What follows belongs to an exercise in optimizing a design on an open flow for small area and a short achievable clock period; a production flow would make more cautious choices. In this exercise RTL edits were held to simulation tests only and were not proved equivalent to the original.

==> flow/design.v (outline; a module is shown in full before it is edited, if it fits) <==
// module abs_comparator: 34 lines
// module abs_comparator_origin: 17 lines
// module abs_comparator_only: 14 lines
// module barrel_shifter: 57 lines
// module barrel_shifter_gpt: 70 lines
// module normalizer: 47 lines
// module normalizer_gpt: 39 lines
// module lzc_shift28: 20 lines
// module lzc_shift14: 18 lines
// module selFunction_Freq1_uid4: 522 lines
// module fpall_shared: 1034 lines
// module fpall_top: 30 lines
module fpall_top(
    input  logic        clk,
    input  logic [1:0]  opcode,  
    input  logic        fmt,     
    input  logic [31:0] X,
    input  logic [31:0] Y,
    output logic [31:0] R
);
  // ...
==> flow/run.sh <==
#!/bin/bash
# synth_recipe.tcl (not shown) runs the flow's synth.tcl, then flattens the netlist and writes it again
# the make line also repeats each setting of config.mk as NAME=value (left out here)
make -C /OpenROAD-flow-scripts/flow DESIGN_CONFIG=/design/flow/config.mk WORK_HOME=/design/flow/orfs CLKGATE_MAP_FILE= SYNTH_SCRIPT=/design/flow/synth_recipe.tcl finish
==> flow/config.mk <==
export PLATFORM = sky130hd
export DESIGN_NAME = fpall_top
export DESIGN_NICKNAME = fpall_top
export VERILOG_FILES = /design/flow/design.v
export SDC_FILE = /design/flow/constraint.sdc
export NUM_CORES = 4
export LEC_CHECK = 0
export CAP_MARGIN = 20
export CELL_PAD_IN_SITES_DETAIL_PLACEMENT = 1
export CELL_PAD_IN_SITES_GLOBAL_PLACEMENT = 1
export CORE_MARGIN = 2
export CORE_UTILIZATION = 40
export SETUP_SLACK_MARGIN = 3
export SLEW_MARGIN = 20
==> flow/constraint.sdc <==
create_clock -name core_clock -period 120.0 [get_ports {clk}]
set_input_delay 24.0000 -clock core_clock [delete_from_list [all_inputs] [get_ports {clk}]]
set_output_delay 24.0000 -clock core_clock [all_outputs]
set_load 0.01 [all_outputs]
==> run notes, run 1 <==
* Longest Clk Path Bufs at 2
* Fraction of area in multi-input gates at 0.840
* CP Max Fanout at 42
* Worst-Skew Late Latency at 460 ps
* Most common cell in the synthesized netlist: nand2_1
* Clock-cell share at 0.00375
* Skew final at 29.8 ps
* Reg clk slew, reported paths at 90 ps
* Final period util at 0.908
* Post-DP HPWL at 316000 microns
* Total Routing Usage GR at 0.422
* Global routing met3 resource utilization at 0.0730
* Final worst slack at 11030 ps
* Post-CTS Resized at 0
* HP Start: Y_q[31]
* Status: timing/DRC/antenna clean
* Setup repair after global routing missed its margin: false
* Area of the multi-input gates at 65400 sq um
* Post-synth top cells: nand2_1, inv_1, nor2_1
* Pre-Repair DR Iteration Count at 6
* Biggest regs: R: 32 flops, X_q: 32 flops, Y_q: 32 flops
* Via count at 81300
* CP max stage delay at 670 ps
* Share of synthesized area spent on multiplexers at 0.0283
* Synthesis Warnings at 6
* Post-synth EDFFs at 0
* Placed Area at 76600 sq um
* Seq cells at 101
* Worst path depth at 535
==> module fpall_top, before the edit <==
module fpall_top(
    input  logic        clk,
    input  logic [1:0]  opcode,  
    input  logic        fmt,     
    input  logic [31:0] X,
    input  logic [31:0] Y,
    output logic [31:0] R
);
    logic [1:0]  opcode_q;
    logic        fmt_q;
    logic [31:0] X_q, Y_q;
    logic [31:0] R_d;
    always_ff @(posedge clk) begin
        opcode_q <= opcode;
        fmt_q    <= fmt;
        X_q      <= X;
        Y_q      <= Y;
    end
    fpall_shared u_core (
        .clk(clk),
        .opcode(fpall_pkg::fp_op_e'(opcode_q)),
        .fmt(fpall_pkg::fp_fmt_e'(fmt_q)),
        .X(X_q),
        .Y(Y_q),
        .R(R_d)
    );
    always_ff @(posedge clk) begin
        R <= R_d;
    end
endmodule
==> inputs of run 2 (changes only) <==
==> flow/design.v (replaced) <==
package fpall_pkg;
    typedef enum logic {
        FP32 = 1'b0,
        FP16 = 1'b1
    } fp_fmt_e;
    typedef enum logic [1:0] {
        OP_ADD  = 2'b00,
        OP_MUL  = 2'b01,
        OP_SQRT = 2'b10,
        OP_DIV  = 2'b11
    } fp_op_e;
    typedef union packed {
    logic [15:0] raw;
    struct packed {
        logic       sign;
        logic [7:0] exp;
        logic [6:0] frac;
    } bf16;
    } bf16_u;
    typedef union packed {
        logic [31:0]  raw;
        struct packed {
            logic [15:0] hi;  
            logic [15:0] lo;  
        } lanes;
          struct packed {
            logic       sign;
            logic [7:0] exp;
            logic [22:0] frac;
        } fp32;
    } fp_vec_u;
endpackage
module abs_comparator (
    input  fpall_pkg::fp_fmt_e     fmt,
    input  fpall_pkg::fp_vec_u x,
    input  fpall_pkg::fp_vec_u y,
    output logic        swap_l,  
    output logic        swap_h   
);
    logic [15:0] x_lo;
    logic [14:0] x_hi;
    logic [15:0] y_lo;
    logic [14:0] y_hi;
    always_comb begin
        x_lo = x.lanes.lo;
        x_hi = x.lanes.hi[14:0];
        y_lo = y.lanes.lo;
        y_hi = y.lanes.hi[14:0];
        if (fmt == fpall_pkg::FP16) begin
            x_lo[15] = 1'b0;
            y_lo[15] = 1'b0;
        end
    end
    logic [16:0] sub_lo;
    logic        c16;
    assign sub_lo = {1'b0, x_lo} + {1'b0, ~y_lo} + 17'd1;
    assign c16    = sub_lo[16];
    logic cin_hi;
    assign cin_hi = (fmt == fpall_pkg::FP16) ? 1'b1 : c16;  
    logic [15:0] sub_hi;
    logic        c32;
    assign sub_hi = {1'b0, x_hi} + {1'b0, ~y_hi} + {15'd0, cin_hi};
    assign c32    = sub_hi[15];
    assign swap_l = ~c16;  
    assign swap_h = ~c32;  
endmodule
module abs_comparator_origin(
    input  fpall_pkg::fp_fmt_e     fmt,
    input  logic [31:0] X,
    input  logic [31:0] Y,
    output logic        swap_l,           
    output logic        swap_h            
);
    always_comb begin 
        if (fmt == fpall_pkg::FP32) begin
           swap_h = (X[30:0] < Y[30:0])? 1'b1: 1'b0;
           swap_l = 1'b0;
        end else begin
           swap_h = (X[30:16] < Y[30:16])? 1'b1:1'b0; 
           swap_l = (X[14:0] < Y[14:0])? 1'b1:1'b0; 
        end
    end
endmodule
module abs_comparator_only(
    input  fpall_pkg::fp_fmt_e     fmt,
    input  logic [31:0] X,
    input  logic [31:0] Y,
    output logic        swap_l,           
    output logic        swap_h            
);
    always_comb begin 
     begin
           swap_h = (X[30:0] < Y[30:0])? 1'b1: 1'b0;
           swap_l = 1'b0;
        end
    end
endmodule
module barrel_shifter(
    input  fpall_pkg::fp_fmt_e    fmt,
    input  logic [23:0] X,
    input  logic [7:0]  S,
    output logic [25:0] R,
    output logic        Sticky_h,
    output logic        Sticky_l
);
    logic [25:0] level5;
    logic [12:0] level4_h, level4_l;
    logic [12:0] level3_h, level3_l;
    logic [12:0] level2_h, level2_l;
    logic [12:0] level1_h, level1_l;
    logic [12:0] level0_h, level0_l;
    logic stk4_h, stk4_l;
    logic stk3_h, stk3_l;
    logic stk2_h, stk2_l;
    logic stk1_h, stk1_l;
    logic stk0_h, stk0_l;
    logic [25:0] X26;
    assign X26 = {X, 2'b00};
    assign level5  = X26;
    logic [4:0] steps_h, steps_l;
    logic [12:0] level0_h_out;  
    assign steps_h = (fmt == fpall_pkg::FP32) ? S[4:0] : {1'b0, S[7:4]};
    assign steps_l = (fmt == fpall_pkg::FP32) ? S[4:0] : {1'b0, S[3:0]};
    always_comb begin
        stk4_h  = 1'b0;
        stk4_l  = (fmt == fpall_pkg::FP32) && S[4] && (|level5[15:0]);
        {level4_h,level4_l} = steps_h[4] ? {16'b0, level5[25:16]} : level5[25:0];
        stk3_h   = (fmt == fpall_pkg::FP16) && steps_h[3] && (|level4_h[7:0]);
        stk3_l   = stk4_l | (steps_l[3] & (|level4_l[7:0]));
        level3_h = steps_h[3] ? {8'b0, level4_h[12:8]} : level4_h;
        level3_l[12:5] = steps_l[3] ? (level4_h[7:0] & {8{fmt == fpall_pkg::FP32}}): level4_l[12:5];
        level3_l[4:0] = steps_l[3] ? level4_l[12:8] : level4_l[4:0];
        stk2_h   = stk3_h | ((fmt == fpall_pkg::FP16) && steps_h[2] && (|level3_h[3:0]));
        stk2_l   = stk3_l | (steps_l[2] & (|level3_l[3:0]));
        level2_h = steps_h[2] ? {4'b0, level3_h[12:4]} : level3_h;
        level2_l[12:9] = steps_l[2] ? (level3_h[3:0] & {4{fmt == fpall_pkg::FP32}}): level3_l[12:9];
        level2_l[8:0] = steps_l[2] ? level3_l[12:4] : level3_l[8:0];
        stk1_h   = stk2_h | ((fmt == fpall_pkg::FP16) && steps_h[1] && (|level2_h[1:0]));
        stk1_l   = stk2_l | (steps_l[1] & (|level2_l[1:0]));
        level1_h = steps_h[1] ? {2'b0, level2_h[12:2]} : level2_h;
        level1_l[12:11] = steps_l[1] ? (level2_h[1:0] & {2{fmt == fpall_pkg::FP32}}): level2_l[12:11];
        level1_l[10:0] = steps_l[1] ? level2_l[12:2] : level2_l[10:0];
        stk0_h   = stk1_h | ((fmt == fpall_pkg::FP16) && steps_h[0] && (|level1_h[0]));
        stk0_l   = stk1_l | (steps_l[0] & level1_l[0]);
        level0_h = steps_h[0] ? {1'b0, level1_h[12:1]} : level1_h;
        level0_l[12] = steps_l[0] ? (level1_h[0] & {1{fmt == fpall_pkg::FP32}}): level1_l[12];
        level0_l[11:0] = steps_l[0] ? level1_l[12:1] : level1_l[11:0];
        level0_h_out = level0_h;
        if (fmt == fpall_pkg::FP16) level0_h_out[2:0] = 3'b0;
        R = {level0_h_out, level0_l};
        Sticky_h =(stk0_h | (|level0_h[2:0]));
        Sticky_l = stk0_l;
    end
endmodule
module barrel_shifter_gpt(
    input  logic        clk,       
    input  fpall_pkg::fp_fmt_e      fmt,
    input  logic [23:0]  X,
    input  logic [7:0]   S,
    output logic [25:0]  R,
    output logic         Sticky_h,
    output logic         Sticky_l
);
    logic [25:0] v5, v4, v3, v2, v1, v0;
    logic        st4_32, st3_32, st2_32, st1_32, st0_32;
    logic [4:0]  sh32;
    always_comb begin
        sh32 = S[4:0];
        v5 = {X, 2'b00};   
        st4_32 = sh32[4] & (|v5[15:0]);
        v4     = sh32[4] ? {16'b0, v5[25:16]} : v5;
        st3_32 = st4_32 | (sh32[3] & (|v4[7:0]));
        v3     = sh32[3] ? {8'b0,  v4[25:8]}  : v4;
        st2_32 = st3_32 | (sh32[2] & (|v3[3:0]));
        v2     = sh32[2] ? {4'b0,  v3[25:4]}  : v3;
        st1_32 = st2_32 | (sh32[1] & (|v2[1:0]));
        v1     = sh32[1] ? {2'b0,  v2[25:2]}  : v2;
        st0_32 = st1_32 | (sh32[0] &  v1[0]);
        v0     = sh32[0] ? {1'b0,  v1[25:1]}  : v1;
    end
    logic [3:0]  sh_hi, sh_lo;
    logic [9:0]  hi5, hi3, hi2, hi1, hi0;
    logic [9:0]  lo5, lo3, lo2, lo1, lo0;
    logic        st3_hi, st2_hi, st1_hi, st0_hi;
    logic        st3_lo, st2_lo, st1_lo, st0_lo;
    always_comb begin
        sh_hi = S[7:4];
        sh_lo = S[3:0];
        hi5 = {X[23:16], 2'b00};
        lo5 = {X[7:0],   2'b00};
        st3_hi = sh_hi[3] & (|hi5[7:0]);
        hi3    = sh_hi[3] ? {8'b0, hi5[9:8]} : hi5;
        st3_lo = sh_lo[3] & (|lo5[7:0]);
        lo3    = sh_lo[3] ? {8'b0, lo5[9:8]} : lo5;
        st2_hi = st3_hi | (sh_hi[2] & (|hi3[3:0]));
        hi2    = sh_hi[2] ? {4'b0, hi3[9:4]} : hi3;
        st2_lo = st3_lo | (sh_lo[2] & (|lo3[3:0]));
        lo2    = sh_lo[2] ? {4'b0, lo3[9:4]} : lo3;
        st1_hi = st2_hi | (sh_hi[1] & (|hi2[1:0]));
        hi1    = sh_hi[1] ? {2'b0, hi2[9:2]} : hi2;
        st1_lo = st2_lo | (sh_lo[1] & (|lo2[1:0]));
        lo1    = sh_lo[1] ? {2'b0, lo2[9:2]} : lo2;
        st0_hi = st1_hi | (sh_hi[0] &  hi1[0]);
        hi0    = sh_hi[0] ? {1'b0, hi1[9:1]} : hi1;
        st0_lo = st1_lo | (sh_lo[0] &  lo1[0]);
        lo0    = sh_lo[0] ? {1'b0, lo1[9:1]} : lo1;
    end
    logic [25:0] R16;
    logic        Sticky_h16, Sticky_l16;
    always_comb begin
        R16       = { hi0, 6'b0, lo0 };
        Sticky_h16= st0_hi;
        Sticky_l16= st0_lo;
        if (fmt == fpall_pkg::FP32) begin
            R        = v0;
            Sticky_h = 1'b0;
            Sticky_l = st0_32;
        end else begin
            R        = R16;
            Sticky_h = Sticky_h16;
            Sticky_l = Sticky_l16;
        end
    end
endmodule
module normalizer(
    input  logic       clk,
    input  fpall_pkg::fp_fmt_e    fmt,
    input  logic [27:0] X,
    output logic [4:0]  Count_h,
    output logic [4:0]  Count_l,
    output logic [27:0] R
);
    logic [13:0] level4_h, level4_l;
    logic [13:0] level3_h, level3_l;
    logic [13:0] level2_h, level2_l;
    logic [13:0] level1_h, level1_l;
    logic [13:0] level0_h, level0_l;
    logic count4_h, count4_l;
    logic count3_h, count3_l;
    logic count2_h, count2_l;
    logic count1_h, count1_l;
    logic count0_h, count0_l;
    always_comb begin
        count4_h = ((fmt == fpall_pkg::FP32) &&  ~(|X[27:12]));
        count4_l = 1'b0;    
        {level4_h, level4_l} = ((fmt == fpall_pkg::FP32) && count4_h) ? {X[11:0], 16'b0} : X;
        count3_h = ~(|level4_h[13:6]);
        count3_l = (fmt ==fpall_pkg::FP32) ? count3_h :~(|level4_l[11:4]);
        level3_h[13:10] = count3_h ? level4_h[5:2] : level4_h[13:10];
        level3_h[9:0] = count3_h ? ({level4_h[1:0], level4_l[13:6]} & {10{fmt==fpall_pkg::FP32}}) : level4_h[9:0];
        level3_l = count3_l ? {level4_l[5:0], 8'b0} : level4_l;
        count2_h = ~(|level3_h[13:10]);
        count2_l = (fmt ==fpall_pkg::FP32) ? count2_h : ~(|level3_l[11:8]);
        level2_h[13:6] = count2_h ? level3_h[9:2] : level3_h[13:6];
        level2_h[5:0] = count2_h ? ({level3_h[1:0], level3_l[13:10]} & {6{fmt==fpall_pkg::FP32}}) : level3_h[5:0];
        level2_l = count2_l ? {level3_l[9:0], 4'b0} : level3_l;
        count1_h = ~(|level2_h[13:12]);
        count1_l = (fmt ==fpall_pkg::FP32) ? count1_h :~(|level2_l[11:10]);
        level1_h[13:4] = count1_h ? level2_h[11:2] : level2_h[13:4];
        level1_h[3:0] = count1_h ? ({level2_h[1:0], level2_l[13:12]} & {4{fmt==fpall_pkg::FP32}}) : level2_h[3:0];
        level1_l = count1_l ? {level2_l[11:0], 2'b0} : level2_l;
        count0_h = ~(|level1_h[13]);
        count0_l = (fmt ==fpall_pkg::FP32) ? count0_h : ~(|level1_l[11]);
        level0_h[13:3] = count0_h ? level1_h[12:2] : level1_h[13:3];
        level0_h[2:0] = count0_h ? ({level1_h[1:0], level1_l[13]} & {3{fmt==fpall_pkg::FP32}}) : level1_h[2:0];
        level0_l = count0_l ? {level1_l[12:0], 1'b0} : level1_l;
        R = {level0_h, level0_l};
        Count_h = {count4_h, count3_h, count2_h, count1_h, count0_h};
        Count_l = {count4_l, count3_l, count2_l, count1_l, count0_l};
    end
endmodule
module normalizer_gpt(
    input  logic        clk,
    input  fpall_pkg::fp_fmt_e      fmt,
    input  logic [27:0]  X,
    output logic [4:0]   Count_h,
    output logic [4:0]   Count_l,
    output logic [27:0]  R
);
    logic [4:0]  cnt28;
    logic [27:0] sh28;
    lzc_shift28 u_lzc28 (
        .X    (X),
        .Count(cnt28),
        .R    (sh28)
    );
    logic [4:0]  cnt14_h, cnt14_l;
    logic [13:0] sh14_h,  sh14_l;
    lzc_shift14 u_lzc14_h (
        .X    (X[27:14]),
        .Count(cnt14_h),
        .R    (sh14_h)
    );
    lzc_shift14 u_lzc14_l (
        .X    (X[13:0]),
        .Count(cnt14_l),
        .R    (sh14_l)
    );
    always_comb begin
        if (fmt == fpall_pkg::FP32) begin
            R       = sh28;
            Count_l = cnt28;
            Count_h = 5'd0;
        end else begin
            R       = {sh14_h, sh14_l};
            Count_h = cnt14_h;
            Count_l = cnt14_l;
        end
    end
endmodule
module lzc_shift28(
    input  logic [27:0] X,
    output logic [4:0]  Count,
    output logic [27:0] R
);
    logic [27:0] s16, s8, s4, s2, s1;
    logic c16, c8, c4, c2, c1;
    assign c16 = ~(|X[27:12]);
    assign s16 = c16 ? {X[11:0], 16'b0} : X;
    assign c8  = ~(|s16[27:20]);
    assign s8  = c8  ? {s16[19:0], 8'b0} : s16;
    assign c4  = ~(|s8[27:24]);
    assign s4  = c4  ? {s8[23:0], 4'b0} : s8;
    assign c2  = ~(|s4[27:26]);
    assign s2  = c2  ? {s4[25:0], 2'b0} : s4;
    assign c1  = ~(|s2[27]);
    assign s1  = c1  ? {s2[26:0], 1'b0} : s2;
    assign R     = s1;
    assign Count = {c16, c8, c4, c2, c1};
endmodule
module lzc_shift14(
    input  logic [13:0] X,
    output logic [4:0]  Count,
    output logic [13:0] R
);
    logic [13:0] s8, s4, s2, s1;
    logic c8, c4, c2, c1;
    assign c8 = ~(|X[13:6]);
    assign s8 = c8 ? {X[5:0], 8'b0} : X;
    assign c4 = ~(|s8[13:10]);
    assign s4 = c4 ? {s8[9:0], 4'b0} : s8;
    assign c2 = ~(|s4[13:12]);
    assign s2 = c2 ? {s4[11:0], 2'b0} : s4;
    assign c1 = ~(|s2[13]);
    assign s1 = c1 ? {s2[12:0], 1'b0} : s2;
    assign R     = s1;
    assign Count = {1'b0, c8, c4, c2, c1};
endmodule
`timescale 1ns/1ps
module fp_addmul(
    input  logic [1:0]  opcode,
    input  logic        fmt,
    input  logic [31:0] X,
    input  logic [31:0] Y,
    output logic [30:0] base,     
    output logic        rlo,      
    output logic        rhi,      
    output logic        sgn,      
    output logic        fix15,    
    output logic        sgn15
);
    fpall_pkg::fp_fmt_e fmte;
    assign fmte = fpall_pkg::fp_fmt_e'(fmt);
    fpall_pkg::fp_vec_u x, y;
    assign x.raw = X;
    assign y.raw = Y;
    logic swap_h, swap_l;
    fpall_pkg::fp_vec_u newX, newY;
    abs_comparator u_abs_cmp (.fmt(fmte), .x(x), .y(y), .swap_l(swap_l), .swap_h(swap_h));
    always_comb begin
        newX.lanes.hi = swap_h ? y.lanes.hi : x.lanes.hi;
        newY.lanes.hi = swap_h ? x.lanes.hi : y.lanes.hi;
        if (!fmt) begin
            newX.lanes.lo = swap_h ? y.lanes.lo : x.lanes.lo;
            newY.lanes.lo = swap_h ? x.lanes.lo : y.lanes.lo;
        end else begin
            newX.lanes.lo = swap_l ? y.lanes.lo : x.lanes.lo;
            newY.lanes.lo = swap_l ? x.lanes.lo : y.lanes.lo;
        end
    end
    logic [7:0] expDiff_h, expDiff_l;
    assign expDiff_h = newX.fp32.exp - newY.fp32.exp;
    assign expDiff_l = newX.lanes.lo[14:7] - newY.lanes.lo[14:7];
    logic signX_h, signY_h, signX_l, signY_l, EffSub_h, EffSub_l;
    assign signX_h = newX.fp32.sign;
    assign signY_h = newY.fp32.sign;
    assign signX_l = newX.lanes.lo[15];
    assign signY_l = newY.lanes.lo[15];
    assign EffSub_h = signX_h ^ signY_h;
    assign EffSub_l = signX_l ^ signY_l;
    logic shiftedOut_h, shiftedOut_l;
    logic [4:0] shiftVal_h_fp32;
    logic [3:0] shiftVal_h_fp16, shiftVal_l_fp16;
    assign shiftedOut_h    = |expDiff_h[7:5];
    assign shiftVal_h_fp32 = shiftedOut_h ? 5'd26 : expDiff_h[4:0];
    assign shiftedOut_l    = (expDiff_l > 9);
    assign shiftVal_h_fp16 = (shiftedOut_h | expDiff_h[4]) ? 4'd10 : expDiff_h[3:0];
    assign shiftVal_l_fp16 = shiftedOut_l ? 4'd10 : expDiff_l[3:0];
    logic [7:0]  shiftVal;
    logic [23:0] fracY;
    always_comb begin
        if (!fmt) begin
            shiftVal = {3'b0, shiftVal_h_fp32};
            fracY    = {1'b1, newY[22:0]};
        end else begin
            shiftVal = {shiftVal_h_fp16, shiftVal_l_fp16};
            fracY    = {1'b1, newY.lanes.hi[6:0], 8'b0, 1'b1, newY.lanes.lo[6:0]};
        end
    end
    logic [25:0] shiftedFracY;
    logic add_sticky_h, add_sticky_l;
    barrel_shifter RightShifterComponent (
        .fmt(fmte), .S(shiftVal), .X(fracY), .R(shiftedFracY),
        .Sticky_h(add_sticky_h), .Sticky_l(add_sticky_l)
    );
    logic [26:0] fracYpadXorOp, fracXpad, cin_vec, fracAddResult;
    assign fracYpadXorOp = {1'b0, shiftedFracY} ^
        (fmt ? { {11{EffSub_h}}, 5'd0, {11{EffSub_l}} } : {27{EffSub_h}});
    assign fracXpad = fmt ? {2'b01, newX.lanes.hi[6:0], 2'b0, 5'b0, 2'b01, newX.lanes.lo[6:0], 2'b0}
                          : {2'b01, newX[22:0], 2'b00};
    logic cInSigAdd_h, cInSigAdd_l;
    assign cInSigAdd_h = EffSub_h & ~add_sticky_h;
    assign cInSigAdd_l = (fmt ? EffSub_l : EffSub_h) & ~add_sticky_l;
    assign cin_vec = fmt ? ((27'(cInSigAdd_l)) | (27'(cInSigAdd_h) << 16)) : 27'(cInSigAdd_l);
    assign fracAddResult = fracXpad + fracYpadXorOp + cin_vec;
    logic [27:0] fracSticky;
    always_comb begin
        fracSticky = {fracAddResult, add_sticky_l};
        if (fmt) fracSticky[16] = add_sticky_h;
    end
    logic [4:0]  nZerosNew_h, nZerosNew_l;
    logic [27:0] shiftedFrac;
    normalizer LZCAndShifter (
        .clk(1'b0), .fmt(fmte), .X(fracSticky),
        .Count_h(nZerosNew_h), .Count_l(nZerosNew_l), .R(shiftedFrac)
    );
    logic [7:0] updatedExp_h, updatedExp_l;
    assign updatedExp_h = newX.fp32.exp + 8'd1 - {3'b0, nZerosNew_h};
    assign updatedExp_l = newX.lanes.lo[14:7] + 8'd1 - {3'b0, nZerosNew_l};
    logic [13:0] sf_h, sf_l;
    assign sf_h = shiftedFrac[27:14];
    assign sf_l = shiftedFrac[13:0];
    logic [30:0] add_expFrac;
    assign add_expFrac = fmt ? {updatedExp_h, sf_h[12:6], 1'b0, updatedExp_l, sf_l[10:4]}
                             : {updatedExp_h, sf_h[12:0], sf_l[13:4]};
    logic add_round_h, add_round_l;
    assign add_round_h = sf_h[5] & ((|sf_h[4:2]) | sf_h[6]);
    assign add_round_l = sf_l[3] & ((|sf_l[2:0]) | sf_l[4]);
    logic [7:0] mexp_h, mexp_l;
    logic [24:0] sigX, sigY;
    logic [49:0] sigProd;
    assign sigX = fmt ? {1'b1, X[22:16], 9'b0, 1'b1, X[6:0]} : {2'b01, X[22:0]};
    assign sigY = fmt ? {1'b1, Y[22:16], 9'b0, 1'b1, Y[6:0]} : {2'b01, Y[22:0]};
    assign sigProd = sigX * sigY;
    logic norm_h, norm_l;
    assign norm_h = fmt ? sigProd[49] : sigProd[47];
    assign norm_l = sigProd[15];
    assign mexp_h = X[30:23] + Y[30:23] + 8'd129 + {7'd0, norm_h};
    assign mexp_l = X[14:7] + Y[14:7] + 8'd129 + {7'd0, norm_l};
    logic [47:0] spe;
    always_comb begin
        spe = 48'd0;
        if (!fmt) begin
            spe = norm_h ? {sigProd[46:0], 1'b0} : {sigProd[45:0], 2'b00};
        end else begin
            spe[47:32] = norm_h ? {sigProd[48:34], 1'b0} : {sigProd[47:34], 2'b00};
            spe[15:0]  = norm_l ? {sigProd[14:0], 1'b0} : {sigProd[13:0], 2'b00};
        end
    end
    logic [30:0] mul_base;
    assign mul_base = fmt ? {mexp_h, spe[47:41], X[15] ^ Y[15], mexp_l, spe[15:9]}
                          : {mexp_h, spe[47:25]};
    logic mround_32, mround_h, mround_l;
    assign mround_32 = spe[24] & (spe[25] | (|spe[23:0]));
    assign mround_h  = spe[40] & (spe[41] | (|spe[39:32]));
    assign mround_l  = spe[8]  & (spe[9]  | (|spe[7:0]));
    always_comb begin
        if (opcode[0] == 1'b0) begin
            base  = add_expFrac;
            rlo   = add_round_l;
            rhi   = fmt & add_round_h;
            sgn   = signX_h;
            fix15 = fmt;
            sgn15 = signX_l;
        end else begin
            base  = mul_base;
            rlo   = fmt ? mround_l : mround_32;
            rhi   = fmt & mround_h;
            sgn   = X[31] ^ Y[31];
            fix15 = 1'b0;
            sgn15 = 1'b0;
        end
    end
endmodule
module ds_sel(
    input  logic [6:0] y,
    input  logic [3:0] i,
    input  logic       fix,    
    output logic       pos,
    output logic       neg,
    output logic       two
);
    logic signed [6:0] m1, m0, p1, p2;
    always_comb begin
        case (i)
            4'd0:  {m1, m0, p1, p2} = {-7'sd13, -7'sd5,  7'sd3, 7'sd12};
            4'd1:  {m1, m0, p1, p2} = {-7'sd14, -7'sd5,  7'sd3, 7'sd12};
            4'd2:  {m1, m0, p1, p2} = {-7'sd14, -7'sd5,  7'sd4, 7'sd13};
            4'd3:  {m1, m0, p1, p2} = {-7'sd15, -7'sd6,  7'sd4, 7'sd14};
            4'd4:  {m1, m0, p1, p2} = {-7'sd16, -7'sd6,  7'sd4, 7'sd14};
            4'd5:  {m1, m0, p1, p2} = {-7'sd17, -7'sd6,  7'sd4, 7'sd15};
            4'd6:  {m1, m0, p1, p2} = {-7'sd17, -7'sd7,  7'sd4, 7'sd16};
            4'd7:  {m1, m0, p1, p2} = {-7'sd19, -7'sd7,  7'sd4, 7'sd16};
            4'd8:  {m1, m0, p1, p2} = {-7'sd19, -7'sd7,  7'sd5, 7'sd17};
            4'd9:  {m1, m0, p1, p2} = {-7'sd20, -7'sd8,  7'sd5, 7'sd18};
            4'd10: {m1, m0, p1, p2} = {-7'sd21, -7'sd8,  7'sd5, 7'sd18};
            4'd11: {m1, m0, p1, p2} = {-7'sd22, -7'sd8,  7'sd5, 7'sd19};
            4'd12: {m1, m0, p1, p2} = {-7'sd22, -7'sd9,  7'sd5, 7'sd20};
            4'd13: {m1, m0, p1, p2} = {-7'sd24, -7'sd9,  7'sd5, 7'sd20};
            4'd14: {m1, m0, p1, p2} = {-7'sd24, -7'sd9,  7'sd6, 7'sd21};
            default: {m1, m0, p1, p2} = {-7'sd25, -7'sd10, 7'sd6, 7'sd22};
        endcase
    end
    logic signed [6:0] ys;
    assign ys = y;
    logic ge_p2, ge_p1, ge_m0, ge_m1, special;
    assign ge_p2 = ys >= p2;
    assign ge_p1 = ys >= p1;
    assign ge_m0 = ys >= m0;
    assign ge_m1 = ys >= m1;
    assign special = fix & (i == 4'd0) & (y == 7'b1110011);
    assign pos = ge_p1;
    assign neg = ~ge_m0;
    assign two = ge_p2 | ~ge_m1 | special;
endmodule
module ds_stage #(parameter int T = 1, parameter bit SQ = 1) (
    input  logic        sq,
    input  logic [22:0] fy,
    input  logic [29:0] Ps,
    input  logic [29:0] Pc,
    input  logic [27:0] Q,
    input  logic [27:0] QM,
    output logic [29:0] Ps_o,
    output logic [29:0] Pc_o,
    output logic [27:0] Q_o,
    output logic [27:0] QM_o
);
    localparam int SH = 28 - 2*T;
    logic [6:0] y;
    assign y = Ps[29:23] + Pc[29:23];
    logic [3:0] idx;
    logic sqm;
    assign sqm = SQ ? sq : 1'b0;
    assign idx = sqm ? (Q[26] ? 4'hF : Q[24:21]) : fy[22:19];
    logic pos, neg, two;
    ds_sel u_sel(.y(y), .i(idx), .fix(sqm && (T == 4)), .pos(pos), .neg(neg), .two(two));
    logic [29:0] Dw, Vd, Vs, V, A;
    assign Dw = {3'b000, 1'b1, fy, 3'b000};
    assign Vd = two ? {Dw[28:0], 1'b0} : Dw;
    always_comb begin
        if (pos) Vs = two ? ({Q, 2'b00}  | (30'd1 << (SH + 2))) : ({1'b0, Q, 1'b0}  | (30'd1 << SH));
        else     Vs = two ? ({QM, 2'b00} | (30'd3 << (SH + 2))) : ({1'b0, QM, 1'b0} | (30'd7 << SH));
    end
    assign V = sqm ? Vs : Vd;
    assign A = pos ? ~V : (neg ? V : 30'd0);
    logic [29:0] s, c;
    assign s = Ps ^ Pc ^ A;
    assign c = (Ps & Pc) | (Ps & A) | (Pc & A);
    assign Ps_o = {s[27:0], 2'b00};
    assign Pc_o = {c[26:0], pos, 2'b00};
    logic [1:0] dq, dqm;
    assign dq  = neg ? (two ? 2'd2 : 2'd3) : (pos ? (two ? 2'd2 : 2'd1) : 2'd0);
    assign dqm = pos ? (two ? 2'd1 : 2'd0) : (neg ? (two ? 2'd1 : 2'd2) : 2'd3);
    logic [27:0] hiQ, hiQM;
    assign hiQ  = Q  & ~((28'd1 << (SH + 2)) - 28'd1);
    assign hiQM = QM & ~((28'd1 << (SH + 2)) - 28'd1);
    assign Q_o  = (neg ? hiQM : hiQ) | (28'(dq)  << SH);
    assign QM_o = (pos ? hiQ  : hiQM) | (28'(dqm) << SH);
endmodule
module ds_front #(parameter int K = 12) (
    input  logic        sq,
    input  logic [31:0] X,
    input  logic [31:0] Y,
    output logic [29:0] Ps,
    output logic [29:0] Pc,
    output logic [27:0] Q,
    output logic [27:0] QM,
    output logic [7:0]  ebase,
    output logic        sgn
);
    logic [22:0] fx, fy;
    assign fx = X[22:0];
    assign fy = Y[22:0];
    assign ebase = sq ? ({1'b0, X[30:24]} + 8'd63 + {7'd0, X[23]})
                      : (X[30:23] - Y[30:23] + 8'd126);
    assign sgn = sq ? X[31] : (X[31] ^ Y[31]);
    logic [4:0] k;
    always_comb begin
        case ({X[23], fx[22:19]})
            5'h00: k = 5'd11;
            5'h01, 5'h02, 5'h03: k = 5'd12;
            5'h04, 5'h05, 5'h06: k = 5'd13;
            5'h07, 5'h08, 5'h09: k = 5'd14;
            5'h0a, 5'h0b, 5'h0c, 5'h0d: k = 5'd15;
            5'h0e, 5'h0f: k = 5'd16;
            5'h10, 5'h11: k = 5'd8;
            5'h12, 5'h13, 5'h14, 5'h15, 5'h16: k = 5'd9;
            5'h17, 5'h18, 5'h19, 5'h1a, 5'h1b: k = 5'd10;
            default: k = 5'd11;
        endcase
    end
    logic [9:0] k2;
    assign k2 = k * k;
    logic [29:0] sPs, sPc;
    assign sPs = X[23] ? {fx, 7'd0} : {fx[21:0], 8'd0};
    assign sPc = 30'd0 - {k2[5:0], 24'd0};
    logic [29:0] ps [0:14];
    logic [29:0] pc [0:14];
    logic [27:0] q  [0:14];
    logic [27:0] qm [0:14];
    assign ps[0] = {3'b000, 1'b1, fx, 3'b000};
    assign pc[0] = 30'd0;
    assign q[0]  = 28'd0;
    assign qm[0] = 28'd0;
    genvar t;
    generate
        for (t = 1; t <= K; t++) begin : g_st
            logic [29:0] ips, ipc;
            logic [27:0] iq, iqm;
            if (t == 4) begin : g_init
                assign ips = sq ? sPs : ps[t-1];
                assign ipc = sq ? sPc : pc[t-1];
                assign iq  = sq ? {1'b0, k, 22'd0} : q[t-1];
                assign iqm = sq ? {1'b0, k - 5'd1, 22'd0} : qm[t-1];
            end else begin : g_pass
                assign ips = ps[t-1];
                assign ipc = pc[t-1];
                assign iq  = q[t-1];
                assign iqm = qm[t-1];
            end
            ds_stage #(.T(t), .SQ(t >= 4)) u_st (
                .sq(sq), .fy(fy), .Ps(ips), .Pc(ipc), .Q(iq), .QM(iqm),
                .Ps_o(ps[t]), .Pc_o(pc[t]), .Q_o(q[t]), .QM_o(qm[t])
            );
        end
    endgenerate
    assign Ps = ps[K];
    assign Pc = pc[K];
    assign Q  = q[K];
    assign QM = qm[K];
endmodule
module ds_back #(parameter int K = 12) (
    input  logic        sq,
    input  logic [22:0] fy,
    input  logic [29:0] Ps,
    input  logic [29:0] Pc,
    input  logic [27:0] Q,
    input  logic [27:0] QM,
    input  logic [7:0]  ebase,
    output logic [30:0] base,
    output logic        rnd
);
    logic [29:0] ps [K:14];
    logic [29:0] pc [K:14];
    logic [27:0] q  [K:14];
    logic [27:0] qm [K:14];
    assign ps[K] = Ps;
    assign pc[K] = Pc;
    assign q[K]  = Q;
    assign qm[K] = QM;
    genvar t;
    generate
        for (t = K + 1; t <= 14; t++) begin : g_st
            ds_stage #(.T(t), .SQ(1'b1)) u_st (
                .sq(sq), .fy(fy), .Ps(ps[t-1]), .Pc(pc[t-1]), .Q(q[t-1]), .QM(qm[t-1]),
                .Ps_o(ps[t]), .Pc_o(pc[t]), .Q_o(q[t]), .QM_o(qm[t])
            );
        end
    endgenerate
    logic [29:0] wsum;
    assign wsum = ps[14] + pc[14];
    logic [27:0] qf;
    assign qf = wsum[29] ? qm[14] : q[14];
    logic lead;
    assign lead = qf[26];
    assign base = {ebase + {7'd0, lead}, lead ? qf[25:3] : qf[24:2]};
    assign rnd  = lead ? qf[2] : qf[1];
endmodule
`timescale 1ns/1ps
module fpall_top(
    input  logic        clk,
    input  logic [1:0]  opcode,  
    input  logic        fmt,     
    input  logic [31:0] X,
    input  logic [31:0] Y,
    output logic [31:0] R
);
    localparam int K = 12;         
    localparam int QB = 2 * K;     
    logic [1:0]  opcode_q;
    logic        fmt_q;
    logic [31:0] X_q, Y_q;
    always_ff @(posedge clk) begin
        opcode_q <= opcode;
        fmt_q    <= fmt;
        X_q      <= X;
        Y_q      <= Y;
    end
    logic [30:0] am_base_d;
    logic        am_rlo_d, am_rhi_d, am_sgn_d, am_fix15_d, am_sgn15_d;
    fp_addmul u_am (
        .opcode(opcode_q), .fmt(fmt_q), .X(X_q), .Y(Y_q),
        .base(am_base_d), .rlo(am_rlo_d), .rhi(am_rhi_d), .sgn(am_sgn_d),
        .fix15(am_fix15_d), .sgn15(am_sgn15_d)
    );
    logic [29:0] ds_ps_d, ds_pc_d;
    logic [27:0] ds_q_d, ds_qm_d;
    logic [7:0]  ds_e_d;
    logic        ds_sgn_d;
    ds_front #(.K(K)) u_dsf (
        .sq(~opcode_q[0]), .X(X_q), .Y(Y_q),
        .Ps(ds_ps_d), .Pc(ds_pc_d), .Q(ds_q_d), .QM(ds_qm_d),
        .ebase(ds_e_d), .sgn(ds_sgn_d)
    );
    logic [1:0]    op2;
    logic [30:0]   am_base;
    logic          am_rlo, am_rhi, am_sgn, am_fix15, am_sgn15;
    logic [29:0]   ds_ps, ds_pc;
    logic [QB-1:0] ds_q, ds_qm;
    logic [22:0]   ds_fy;
    logic [7:0]    ds_e;
    logic          ds_sgn;
    always_ff @(posedge clk) begin
        op2      <= opcode_q;
        am_base  <= am_base_d;
        am_rlo   <= am_rlo_d;
        am_rhi   <= am_rhi_d;
        am_sgn   <= am_sgn_d;
        am_fix15 <= am_fix15_d;
        am_sgn15 <= am_sgn15_d;
        ds_ps    <= ds_ps_d;
        ds_pc    <= ds_pc_d;
        ds_q     <= ds_q_d[27:28-QB];
        ds_qm    <= ds_qm_d[27:28-QB];
        ds_fy    <= Y_q[22:0];
        ds_e     <= ds_e_d;
        ds_sgn   <= ds_sgn_d;
    end
    logic [30:0] ds_base;
    logic        ds_rnd;
    ds_back #(.K(K)) u_dsb (
        .sq(~op2[0]), .fy(ds_fy), .Ps(ds_ps), .Pc(ds_pc),
        .Q({ds_q, {(28-QB){1'b0}}}), .QM({ds_qm, {(28-QB){1'b0}}}),
        .ebase(ds_e), .base(ds_base), .rnd(ds_rnd)
    );
    logic [30:0] base;
    logic        rlo, rhi, sgn, fix15;
    assign base  = op2[1] ? ds_base : am_base;
    assign rlo   = op2[1] ? ds_rnd : am_rlo;
    assign rhi   = ~op2[1] & am_rhi;
    assign sgn   = op2[1] ? ds_sgn : am_sgn;
    assign fix15 = ~op2[1] & am_fix15;
    logic [30:0] ra;
    assign ra = base + {14'd0, rhi, 15'd0, rlo};
    assign R = {sgn, ra[30:16], fix15 ? am_sgn15 : ra[15], ra[14:0]};
endmodule
==> run 2 against run 1 <==
Non-clock buffer count shrank 49. Via count shrank 9.2%. Critical path depth shrank 325. Worst hold slack lost 250 ps. Global-route usage shrank 3.6 points. Count of clock-buffer cells in the layout grew 34. Cell area grew 3.3%. Flip-flop and latch count grew 154. Die area grew 2.7%. Critical endpoint is now ds_ps[28]. Highest routed layer unchanged.
==> run notes, run 2 <==
* # IOs at 100 (unchanged)
* Synth unique cells at 121 (was 148)
* Cell count after synthesis at 9781 (was 10200)
* Tmin final at 56510 ps (was 108970 ps)
* Root Driver: clkbuf_16 (unchanged)
* DRC at 0 (unchanged)
* RePlAce Congestion at 1.01 (was 1.03)
* Setup TNS at 0 ps (unchanged)
* Skew final at 97.9 ps (was 29.8 ps)
* Via count at 73800 (was 81300)
* Synth top area share at 0.221 (was 0.146)
* Worst Path Required at 120490 ps (was 120330 ps)
* Post-synth EDFFs at 0 (unchanged)
* CTS tree: done (unchanged)
* Status: timing/DRC/antenna clean (unchanged)
* Slew margin rel. at 0.181 (was 0.0730)
* Longest Clk Path Bufs at 3 (was 2)
* Max-cap violations at 0 (unchanged)
* Port Buffers at 99 (unchanged)
* Final WL at 374000 microns (was 405000 microns)
* Post-DP HPWL at 293000 microns (was 316000 microns)
* Worst hold path class: reg2reg (unchanged)
* Reg clk slew, reported paths at 60 ps (was 90 ps)
* Most frequent cells in the layout: nand2_1, inv_1, fa_1 (was nand2_1, inv_1, nor2_1)
* ANT nets after route at 0 (unchanged)
* CP max-delay cell: mux2_2 (was or4_1)
* Fin Hold WS at 327 ps (was 580 ps)
* Fillers at 22800 (about the same)
* Area leader, netlist: fa_1 (unchanged)
* FMAX at 17.7 MHz (was 9.18 MHz)
* Die W at 437 microns (was 431 microns)
* CTS H-tree lvls at 2 (was 3)
* Synthesis-to-finish area growth at 7.27% (was 6.69%)
* Post-CTS Hold Fix Bufs at 0 (unchanged)
* Launch point of the critical path: X_q[20] (was X_q[21])
* Placed Area at 79000 sq um (was 76600 sq um)
* Mapped cell area at 74900 sq um (was 73000 sq um)
* Sequential share of the synthesized area at 0.0681 (was 0.0277)
* Biggest regs: X_q: 32 flops, Y_q: 32 flops, am_base: 31 flops (was R: 32 flops, X_q: 32 flops, Y_q: 32 flops)
* CP max stage delay at 930 ps (was 670 ps)
* Global route total overflow at 0 (unchanged)
* Initial Util at 0.403 (about the same)
* Pre-Repair DR Iteration Count at 6 (unchanged)
* Arr. time, crit path at 56990 ps (was 109310 ps)
* Worst setup path endpoint: ds_ps[28] (was R[25])
* Cell mode on critical path: a21oi_1 (unchanged)
* R2R Setup Slk at 63490 ps (was 11030 ps)
* Via/cell ratio at 6.10 (was 6.54)
* Path depth of the worst reg2reg path at 210 (was 535)
* Setup repair after global routing missed its margin: false (unchanged)
* Mapped Avg Cell Area at 7.66 sq um (was 7.17 sq um)
* Post-synthesis async set-or-reset flop share at 0 (unchanged)
* Reg2Reg Capture Point: ds_ps[28] (was R[25])
* Synthesis Warnings at 38 (was 6)
* Vias in the first global route at 75700 (was 80600)
* Most common cell after layout, fill and taps aside: nand2_1 (unchanged)
* Area of the multi-input gates at 63300 sq um (was 65400 sq um)
* Core Util, Final at 0.433 (was 0.430)
* CP Max Fanout at 55 (was 42)
* Total Routing Usage GR at 0.386 (was 0.422)
* Crit path kind: reg2reg (unchanged)
* Post-CTS Resized at 0 (unchanged)
* Height of the die at 437 microns (was 431 microns)
* Routed len/inst at 30.9 microns (was 32.6 microns)
* Initial antenna violation count at 28 (was 43)
* Final setup violation count at 0 (unchanged)
* Core area at 186000 sq um (was 181000 sq um)
* Post-CTS Setup Bufs at 0 (unchanged)
* Top FF cell, synth: dfxtp_1 (unchanged)
* Fraction of layout cells with a size suffix above 1 at 0.0664 (was 0.0688)
* Post-synth top cells: nand2_1, inv_1, fa_1 (was nand2_1, inv_1, nor2_1)
* Most common cell in the synthesized netlist: nand2_1 (unchanged)
* Worst Tran Pin Value at 1220 ps (was 1390 ps)
* Yosys reg bits at 255 (was 101)
* Endpoints failing hold at 0 (unchanged)
* Num CTS Buffers at 37 (was 9)
* Nets at 11200 (was 11400)
* DR iter-0 viols at 6930 (was 8527)
* Largest net degree at the start of global routing at 184 (was 64)
* Global-route wire length before repair at 541000 microns (was 576000 microns)
* Worst-Skew Late Latency at 700 ps (was 460 ps)
* Final Cell Area at 80400 sq um (was 77800 sq um)
* Final number of max-transition violations at 0 (unchanged)
* Critical Path Source Type: flop (unchanged)
* Rows at 158 (was 156)
* Worst r2r src: X_q[20] (was X_q[21])
* Final period util at 0.471 (was 0.908)
* Worst Setup End Kind: flop (unchanged)
* Top post-synthesis cells by area: fa_1, ha_1, dfxtp_1 (was fa_1, ha_1, xnor2_1)
* CTS Sinks at 255 (was 101)
* Total placed cells including tap cells at 12000 (was 12400)
* Sequential cell area at 5140 sq um (was 2070 sq um)
* Die ar. at 191000 sq um (was 186000 sq um)
* Fin cells at 12100 (was 12400)
-- run 2: cell count changes after synthesis, moves of 104 or more --
| cell | before | now |
|---|---|---|
| o21ai_0 | 443 | 574 |
| nor2_1 | 957 | 770 |
| clkbuf_1 | 332 | 476 |
| inv_1 | 968 | 1184 |
| nand2_1 | 1069 | 1259 |
| nor3_1 | 228 | 124 |
| mux2i_1 | 159 | 466 |
| o21bai_1 | 194 | 85 |
| fa_1 | 533 | 826 |
| xnor2_1 | 593 | 244 |
| dfxtp_1 | 101 | 255 |
| xor2_1 | 203 | 81 |
-- run 2: stage by stage --
step / setup WS (ps)
global route: 59300
detailed placement: 64380
floorplan: 72400
global placement: 65430
finish: 63490
CTS: 64200
-- run 2: kinds of logic (layout without fill, tap and decap cells) --
kind of cell / count (synthesis) / in the layout / share of synthesized area
AO/OA/AOI/OAI: 2389 / 2389 / 0.198
XOR/XNOR: 327 / 327 / 0.0384
adder cells (fa/ha/maj): 1593 / 1593 / 0.349
buffers and inverters: 1817 / 1617 / 0.0924
flip-flops: 255 / 255 / 0.0681
multiplexers: 609 / 609 / 0.0911
other: 2 / 36 / 0.000100
AND/OR/NAND/NOR: 2789 / 2789 / 0.163
-- run 2: critical path: cells and delay by family, from the launching register on --
kind,cells,cell delay [ps]
XOR/XNOR,12,3710
flip-flops,1,310
adder cells (fa/ha/maj),39,15630
multiplexers,12,4240
AND/OR/NAND/NOR,55,11410
buffers and inverters,25,6730
AO/OA/AOI/OAI,67,13940
-- run 2: cell type report --
cell class,count,area share
diodes,23,0.000716
well taps,2480,0.0386
inverters,1201,0.0563
clock buffers,43,0.0123
multi-input cells,7720,0.788
repair buffers,350,0.0362
clock inverters,23,0.00405
flip-flops and latches,255,0.0640
-- run 2: worst min path at each step --
stage | slack, ps | end | cells past startpoint | from
finish | 330 | op2[1] | 0 | opcode_q[1]
global route | 340 | op2[1] | 0 | opcode_q[1]
CTS | 330 | op2[1] | 0 | opcode_q[1]
detailed placement | 320 | op2[1] | 0 | opcode_q[1]
global placement | 310 | op2[1] | 0 | opcode_q[1]
floorplan | 310 | op2[1] | 0 | opcode_q[1]
-- run 2: layer usage --
| metal | track usage | vias up | share of wire | wire, microns |
|---|---|---|---|---|
| li1 | - | 32400 | - | - |
| met1 | 0.512 | 37800 | 0.42 | 158000 |
| met2 | 0.608 | 2872 | 0.44 | 166000 |
| met3 | 0.0545 | 703 | 0.072 | 27000 |
| met4 | 0.202 | 6 | 0.062 | 23200 |
| met5 | 0 | - | 0.000080 | 30 |

==> re-timing with driven ports <==
In the flow no input, the clock included, has a driving cell. The finished layouts below were timed again as built, in two steps.
Step 1, drivers: a clkbuf_16 drives clk and a buf_2 each remaining input, both assumed.
Step 2 moves the port delays by t, midway between the first and last clock arrival at a register: inputs arrive t later, outputs are due t later. That takes back most of the time a late clock gives input paths.
Three values: ideal ports, drivers, drivers and shift; two values: the first two.
run | shift t [ns] | setup slack, ns | worst register clock-pin slew, ns
run 1 | 0.520 | 11.027 / 11.027 / 11.027 | 0.10 / 0.10
run 2 | 0.753 | 63.494 / 63.494 / 63.494 | 0.08 / 0.08
After both steps setup and hold are still met in every run listed.
